This is an optimization exercise on Yosys and OpenROAD, whose aim is small area, not a production implementation. In this exercise RTL edits were held to simulation tests only and were not proved equivalent to the original. Power is estimated from default activity; no workload was simulated.

==> flow/design.v <==
`timescale 1ns / 1ps
module top_module(
    input i_clk,
    input i_reset_btn,
    input i_wr_btn,
    input i_val_inc_btn,
    input i_val_dec_btn,
    input i_sel_inc_btn,
    input i_sel_dec_btn,
    output o_rs,
    output o_e,
    output [7:0] o_d
    );
    wire rst = ~i_reset_btn;
    reg [3:0] p;
    reg [3:0] a;
    reg [5:0] b;
    reg [1:0] q;
    reg [1:0] m;
    reg [3:0] ss_u, mm_u, hh_u;
    reg [2:0] ss_t, mm_t;
    reg hh_t, pm;
    reg wr;
    reg [1:0] sel;
    reg [4:0] d1, d2, d3;
    wire [4:0] pr = d2 & ~d3;    
    wire wrap  = a[3] & a[2] & b[4] & b[3] & b[2];   
    wire at448 = wrap & ~b[0];
    wire b34   = b[5] & b[1];
    wire f_ev  = at448 & (p == 4'd2);
    wire n_ev  = at448 & (q == 2'd0) & (p == 4'd4);
    wire ss59 = (ss_t == 3'd5) & (ss_u == 4'd9);
    wire mm59 = (mm_t == 3'd5) & (mm_u == 4'd9);
    wire hh11 = hh_t & (hh_u == 4'd1);
    wire edit = f_ev & wr & (pr[1] | pr[2]);
    wire run  = n_ev & ~wr;
    wire inc  = pr[1] | ~wr;
    wire en_ss = (edit & (sel == 2'd0)) | run;
    wire en_mm = (edit & (sel == 2'd1)) | (run & ss59);
    wire en_hh = (edit & (sel == 2'd2)) | (run & ss59 & mm59);
    wire en_pm = (edit & (sel == 2'd3)) | (run & ss59 & mm59 & hh11);
    always @(posedge i_clk) begin
        if (rst) begin
            p <= 4'd0;
            a <= 4'd12;
            b <= 6'd29;
            q <= 2'd0;
            m <= 2'd0;
            ss_u <= 4'd0; ss_t <= 3'd0;
            mm_u <= 4'd0; mm_t <= 3'd0;
            hh_u <= 4'd0; hh_t <= 1'b0;
            pm <= 1'b0;
            wr <= 1'b0;
            sel <= 2'd0;
            d1 <= 5'd0; d2 <= 5'd0; d3 <= 5'd0;
        end else begin
            p <= p + 1'b1;
            if (p == 4'd15) begin
                if (wrap) begin
                    a <= 4'd0;
                    b <= 6'd0;
                    q <= (q == 2'd2) ? 2'd0 : q + 1'b1;
                end else if (b34) begin
                    a <= a + 1'b1;
                    b <= 6'd0;
                end else
                    b <= b + 1'b1;
            end
            if (f_ev) begin
                d1 <= ~{i_sel_dec_btn, i_sel_inc_btn, i_val_dec_btn, i_val_inc_btn, i_wr_btn};
                d2 <= d1;
                d3 <= d2;
                wr <= wr ^ pr[0];
                if (pr[3]) sel <= sel + 1'b1;
                else if (pr[4]) sel <= sel - 1'b1;
                if (m != 2'd0) m <= {1'b1, edit};
                else m <= {1'b0, q == 2'd0};
            end
            if (n_ev & m[1] & ~wr) m[0] <= 1'b1;
            if (en_ss) begin
                if (inc) begin
                    if (ss_u == 4'd9) begin
                        ss_u <= 4'd0;
                        ss_t <= (ss_t == 3'd5) ? 3'd0 : ss_t + 1'b1;
                    end else ss_u <= ss_u + 1'b1;
                end else begin
                    if (ss_u == 4'd0) begin
                        ss_u <= 4'd9;
                        ss_t <= (ss_t == 3'd0) ? 3'd5 : ss_t - 1'b1;
                    end else ss_u <= ss_u - 1'b1;
                end
            end
            if (en_mm) begin
                if (inc) begin
                    if (mm_u == 4'd9) begin
                        mm_u <= 4'd0;
                        mm_t <= (mm_t == 3'd5) ? 3'd0 : mm_t + 1'b1;
                    end else mm_u <= mm_u + 1'b1;
                end else begin
                    if (mm_u == 4'd0) begin
                        mm_u <= 4'd9;
                        mm_t <= (mm_t == 3'd0) ? 3'd5 : mm_t - 1'b1;
                    end else mm_u <= mm_u - 1'b1;
                end
            end
            if (en_hh) begin
                if (inc) begin
                    if (hh11) begin
                        hh_u <= 4'd0; hh_t <= 1'b0;
                    end else if (hh_u == 4'd9) begin
                        hh_u <= 4'd0; hh_t <= 1'b1;
                    end else hh_u <= hh_u + 1'b1;
                end else begin
                    if (~hh_t & (hh_u == 4'd0)) begin
                        hh_u <= 4'd1; hh_t <= 1'b1;
                    end else if (hh_u == 4'd0) begin
                        hh_u <= 4'd9; hh_t <= 1'b0;
                    end else hh_u <= hh_u - 1'b1;
                end
            end
            if (en_pm) pm <= ~pm;
        end
    end
    wire a0   = (a == 4'd0);
    wire a_ch = ~a0 & ~(a[3] & a[2]);                
    wire mB   = (m == 2'b01);
    wire mN1  = (m == 2'b11);
    wire mA   = (m == 2'b00);
    wire w_char = a_ch & ((mB & (b == 6'd5)) | (mN1 & (b == 6'd0)));
    wire w_set  = a0 & ((mB & (b == 6'd6)) | (mN1 & (b == 6'd1)));
    wire w_pu   = mA & (((q == 2'd1) & (((a == 4'd0) & ((b == 6'd0) | (b == 6'd33))) |
                                        ((a == 4'd1) & (b == 6'd30)) |
                                        ((a == 4'd2) & (b == 6'd27)))) |
                        ((q == 2'd0) & (a == 4'd12) & (b == 6'd3)));
    wire wt = w_char | w_set | w_pu;
    assign o_e = wt & ~p[3] & (p[2:0] != 3'd0);
    assign o_rs = ~mA & ~a0;
    reg [7:0] d;
    always @(*) begin
        if (mA) begin
            case (a)
                4'd0: d = 8'h38;
                4'd1: d = 8'h0c;
                4'd2: d = 8'h01;
                default: d = 8'h06;
            endcase
        end else begin
            case (a)
                4'd0: d = 8'h80;
                4'd1: d = {7'h18, hh_t};
                4'd2: d = {4'h3, hh_u};
                4'd3: d = 8'h3a;
                4'd4: d = {5'h06, mm_t};
                4'd5: d = {4'h3, mm_u};
                4'd6: d = 8'h3a;
                4'd7: d = {5'h06, ss_t};
                4'd8: d = {4'h3, ss_u};
                4'd9: d = 8'h20;
                4'd10: d = pm ? 8'h50 : 8'h41;
                default: d = 8'h4d;
            endcase
        end
    end
    assign o_d = d;
endmodule
==> flow/run.sh <==
#!/bin/bash
# synth_recipe.tcl (not shown) runs the flow's synth.tcl, then flattens the netlist and writes it again
# the make line also repeats each setting of config.mk as NAME=value (left out here)
make -C /OpenROAD-flow-scripts/flow DESIGN_CONFIG=/design/flow/config.mk WORK_HOME=/design/flow/orfs CLKGATE_MAP_FILE= SYNTH_SCRIPT=/design/flow/synth_recipe.tcl finish
==> flow/config.mk <==
export PLATFORM = sky130hd
export DESIGN_NAME = top_module
export DESIGN_NICKNAME = top_module
export VERILOG_FILES = /design/flow/design.v
export SDC_FILE = /design/flow/constraint.sdc
export NUM_CORES = 4
export LEC_CHECK = 0
export CAP_MARGIN = 20
export CORE_MARGIN = 2
export CORE_UTILIZATION = 40
export SLEW_MARGIN = 20
==> flow/constraint.sdc <==
create_clock -name core_clock -period 10.0 [get_ports {i_clk}]
set_input_delay 2.0000 -clock core_clock [delete_from_list [all_inputs] [get_ports {i_clk}]]
set_output_delay 2.0000 -clock core_clock [all_outputs]
set_load 0.01 [all_outputs]
==> summary.txt <==
==> per-layer routing <==
metal  up-vias  part of all wire
li1       1836                 -
met1      1722              0.48
met2        79              0.46
met3        15             0.043
met4         0             0.015
met5         -                 0
==> stage by stage <==
| step | instances | setup WS [ns] | utilization | total power (W) |
|---|---|---|---|---|
| 2_1_floorplan | 518 | 6.25 | - | 0.000242 |
| 3_3_place_gp | 624 | 5.39 | 0.423 | 0.000247 |
| 3_5_place_dp | 624 | 5.33 | 0.423 | 0.000247 |
| 4_1_cts | 632 | 4.94 | 0.433 | 0.000389 |
| 5_1_grt | 632 | 4.73 | 0.433 | 0.000398 |
| 6_report | 632 | 4.94 | 0.433 | 0.000385 |
==> registers in the layout, indices dropped and copies added, names as in the netlist <==
register	flops
d1	5
p	4
mm_u	4
m	2
wr	1
b	6
a	4
ss_t	3
mm_t	3
pm	1
hh_t	1
d3	5
sel	2
hh_u	4
d2	5
ss_u	4
q	2
==> cell usage after synthesis (4+ instances only) <==
cell type	count	area, um2
sky130_fd_sc_hd__a211oi_1	10	75.1
sky130_fd_sc_hd__a21oi_1	47	235
sky130_fd_sc_hd__a221oi_1	4	35.0
sky130_fd_sc_hd__a22oi_1	4	30.0
sky130_fd_sc_hd__a31oi_1	8	50.1
sky130_fd_sc_hd__and2_1	4	25.0
sky130_fd_sc_hd__buf_1	4	15.0
sky130_fd_sc_hd__buf_2	12	60.1
sky130_fd_sc_hd__clkbuf_1	26	97.6
sky130_fd_sc_hd__dfxtp_1	56	1120
sky130_fd_sc_hd__ha_1	20	250
sky130_fd_sc_hd__inv_1	23	86.3
sky130_fd_sc_hd__mux2_2	4	45.0
sky130_fd_sc_hd__mux2i_1	5	50.1
sky130_fd_sc_hd__nand2_1	52	195
sky130_fd_sc_hd__nand2b_1	5	31.3
sky130_fd_sc_hd__nand3_1	17	85.1
sky130_fd_sc_hd__nand3b_1	6	45.0
sky130_fd_sc_hd__nand4_1	8	50.1
sky130_fd_sc_hd__nor2_1	48	180
sky130_fd_sc_hd__nor2b_1	6	37.5
sky130_fd_sc_hd__nor3_1	14	70.1
sky130_fd_sc_hd__nor3b_1	4	30.0
sky130_fd_sc_hd__nor4_1	6	37.5
sky130_fd_sc_hd__o211ai_1	6	45.0
sky130_fd_sc_hd__o21ai_0	27	135
sky130_fd_sc_hd__o21ai_1	4	20.0
sky130_fd_sc_hd__o31ai_1	6	45.0
sky130_fd_sc_hd__xnor2_1	8	70.1
sky130_fd_sc_hd__xor2_1	5	43.8
==> kinds of logic after synthesis <==
logic type               share of synthesized area
flip-flops                                   0.285
adder cells (fa/ha/maj)                     0.0637
XOR/XNOR                                    0.0290
multiplexers                                0.0242
buffers and inverters                       0.0726
AO/OA/AOI/OAI                                0.265
AND/OR/NAND/NOR                              0.261
==> placed cells by master (no fill, tap or decap), types with 4 or more instances in the layout <==
cell type and n:
sky130_fd_sc_hd__dfxtp_1 56, sky130_fd_sc_hd__nand2_1 52, sky130_fd_sc_hd__nor2_1 48, sky130_fd_sc_hd__a21oi_1 47, sky130_fd_sc_hd__o21ai_0 27, sky130_fd_sc_hd__inv_1 23, sky130_fd_sc_hd__ha_1 20, sky130_fd_sc_hd__nand3_1 17
sky130_fd_sc_hd__clkdlybuf4s50_1 16, sky130_fd_sc_hd__nor3_1 14, sky130_fd_sc_hd__a211oi_1 10, sky130_fd_sc_hd__a31oi_1 8, sky130_fd_sc_hd__nand4_1 8, sky130_fd_sc_hd__xnor2_1 8, sky130_fd_sc_hd__nor4_1 6, sky130_fd_sc_hd__o31ai_1 6
sky130_fd_sc_hd__nor2b_1 6, sky130_fd_sc_hd__nand3b_1 6, sky130_fd_sc_hd__o211ai_1 6, sky130_fd_sc_hd__nand2b_1 5, sky130_fd_sc_hd__xor2_1 5, sky130_fd_sc_hd__mux2i_1 5, sky130_fd_sc_hd__clkbuf_8 5, sky130_fd_sc_hd__a22oi_1 4
sky130_fd_sc_hd__mux2_2 4, sky130_fd_sc_hd__nor3b_1 4, sky130_fd_sc_hd__a221oi_1 4, sky130_fd_sc_hd__o21ai_1 4, sky130_fd_sc_hd__and2_1 4
==> worst paths after layout <==
kind	to	slack (ns)
setup / recovery	o_e	4.94
hold / removal	d3[3]	0.45
setup reg to reg	mm_t[2]	7.04
hold reg to reg	d3[3]	0.45
==> worst max-delay path: stages (launching register included) <==
cell,delay [ns]
sky130_fd_sc_hd__dfxtp_1,0.37
sky130_fd_sc_hd__inv_1,0.11
sky130_fd_sc_hd__ha_1,0.49
sky130_fd_sc_hd__inv_1,0.19
sky130_fd_sc_hd__a2111oi_0,0.35
sky130_fd_sc_hd__o31ai_1,0.13
sky130_fd_sc_hd__a2111oi_0,0.38
sky130_fd_sc_hd__o21a_1,0.18
sky130_fd_sc_hd__clkdlybuf4s50_1,0.53
==> power by group <==
part           internal (W)  switching (W)
combinational    0.00000654     0.00000932
clock             0.0000533      0.0000895
sequential         0.000224     0.00000188
total              0.000284       0.000101
==> layout make-up <==
| cell class | instances | area (um2) |
|---|---|---|
| Inverter | 25 | 93.8 |
| Sequential cell | 56 | 1120 |
| Timing Repair Buffer | 17 | 168 |
| Fill cell | 1003 | 5470 |
| Clock buffer | 5 | 68.8 |
| Tap cell | 133 | 166 |
| Multi-Input combinational cell | 393 | 2520 |
| Clock inverter | 3 | 28.8 |
==> Flow_metrics.wiki <==
{| class="wikitable"
! Metric !! Value
|-
| Total cell area at the placement stage || ~4100 um2
|-
| Fraction of met2 tracks used by global routing || 0.302
|-
| GR met1 Demand/Resource || 0.263
|-
| Count of cells resized by post-cts repair || 0
|-
| P per Cell Area || between 90 and 100 nW/um2
|-
| Netlist cell types || 73
|-
| Hold path start || d3[3]
|-
| Async set-or-reset flop fraction in the synthesized netlist || 0
|-
| Total iterations of the first detailed-routing run || 4
|-
| Vias in the first global route || ~3200
|-
| Worst-path fanout max || 16
|-
| Unrepaired setup endpoints after global routing || no
|-
| I/O pin count || 17
|-
| Outcome || timing/DRC/antenna clean
|-
| Via/cell ratio || 5.78
|-
| Hold Path Class || register to register
|-
| Number of pins exceeding their max-slew limit in the final report || 0
|-
| Final Cell Area || ~4200 um2
|-
| Wire length of the first global-routing pass || about 16000 um
|-
| Total setup buffers inserted after CTS || 0
|-
| Final ANT Viol Nets || 0
|-
| Max-capacitance violation count || 0
|-
| Post-route clock skew || ~0.0082 ns
|-
| Mean cell area of the mapped netlist || approximately 7.6 um2
|-
| Largest net degree at the start of global routing || 47
|-
| Aggregate negative setup slack || 0 ns
|-
| Count of endpoints failing setup in the final report || 0
|-
| Clock transition at the registers of the reported paths || approximately 0.12 ns
|-
| Number of cells on the worst reg-to-reg path || 5
|-
| Total half-perimeter wirelength after legalization and detailed placement || 6640 um
|-
| Global routing's busiest layer || met2
|-
| Final period util || 0.506
|-
| Category of the critical setup timing path || register to primary output
|-
| Antenna violations before repair || 0
|-
| Root Buffer || sky130_fd_sc_hd__clkbuf_8
|-
| CTS tree || built
|-
| Area growth, synth to finish || 6.11%
|-
| Worst slew slack as a fraction of its limit || 0.388
|-
| Global route total overflow || 0
|-
| Proportion of synthesized chip area in sequential cells || 0.285
|-
| Max Clk Rate || a little under 200 MHz
|-
| Antenna diode count || 0
|-
| Area of the die || between 10000 and 15000 um2
|-
| Tightest Pin Transition || a little over 0.9 ns
|-
| Final hold violations || 0
|-
| Count of flip-flops with a built-in enable after synthesis || 0
|-
| Clock Tree Buf Depth || 2
|-
| Routability congestion estimate from global placement || 0.901
|-
| Effective utilization at floorplan || 0.408
|-
| Height of the chip || a little over 100 um
|-
| Final Critical Period || a little over 5 ns
|-
| Count of buffers inserted at the top-level ports || 16
|-
| Total vias in the final route || around 3700
|-
| Proportion of layout cells with a drive suffix above 1 || 0.0601
|-
| Maximum ir drop on the vdd rail || roughly 69 uV
|-
| Synthesized Nets || 545
|-
| Worst r2r src || a[3]
|-
| Endpoint required time on the critical path || 8.00 ns
|-
| H-tree depth || 2
|-
| Data arrival time of the critical path || ~3.1 ns
|-
| Yosys warns || 1
|-
| Lkg Pwr || 1.40 nW
|-
| Hold-critical path depth || 2
|-
| Number of buffers inserted during clock tree synthesis || 5
|-
| Met3 usage in global routing || 0.0305
|-
| WL final || around 9600 um
|-
| Site Rows || 36
|-
| Launching instance or port of the critical path || a[0]
|-
| Post-synth design cell area || 3930 um2
|-
| Horizontal die dimension || 103 um
|-
| Final worst hold slack || 0.455 ns
|-
| Clock sink total || between 50 and 60
|-
| Post-detailed-route DRC marker count || 0
|-
| Commonest register cell after synthesis || sky130_fd_sc_hd__dfxtp_1
|-
| CP Capture Type || primary output
|-
| Insertion delay to the later sink of the worst-skew pair || between 0.3 and 0.4 ns
|-
| Overall Global Routing Usage || 0.188
|-
| Area of the core region || 9640 um2
|-
| Synthesized instance count || ~520
|-
| Nets || about 530
|-
| Launching element type of the critical path || register
|-
| Starting DRT DRC Count || approximately 250
|-
| Post-CTS Hold Fix Bufs || 0
|-
| Post-synthesis sequential element count || 56
|-
| Average wire length per cell after detail routing || 15.1 um
|}

what the ideal ports hide:
The flow's constraints put no driver on any port. The routed layout listed below was extracted and timed again, unchanged, in two steps. Step 1: set_driving_cell puts a clkbuf_16 on i_clk and a buf_2 on each other input, an assumption about the parent block. Step 2 also shifts input and output timing later by t, the mid clock arrival at the registers, as if the neighbouring blocks saw the same clock. Three values: no drivers, after step 1, after step 2; two values: the first two.
t (ns): 0.353
slack for setup (ns): 4.942 / 4.909 / 5.262
clock arrival spread, ns: 0.008 / 0.008
worst slew at a driven data input, ns: 0.03
After both steps this run still meets setup and hold. For this run, drivers alone change the setup slack by -0.033 ns; drivers and shift together by +0.320 ns.
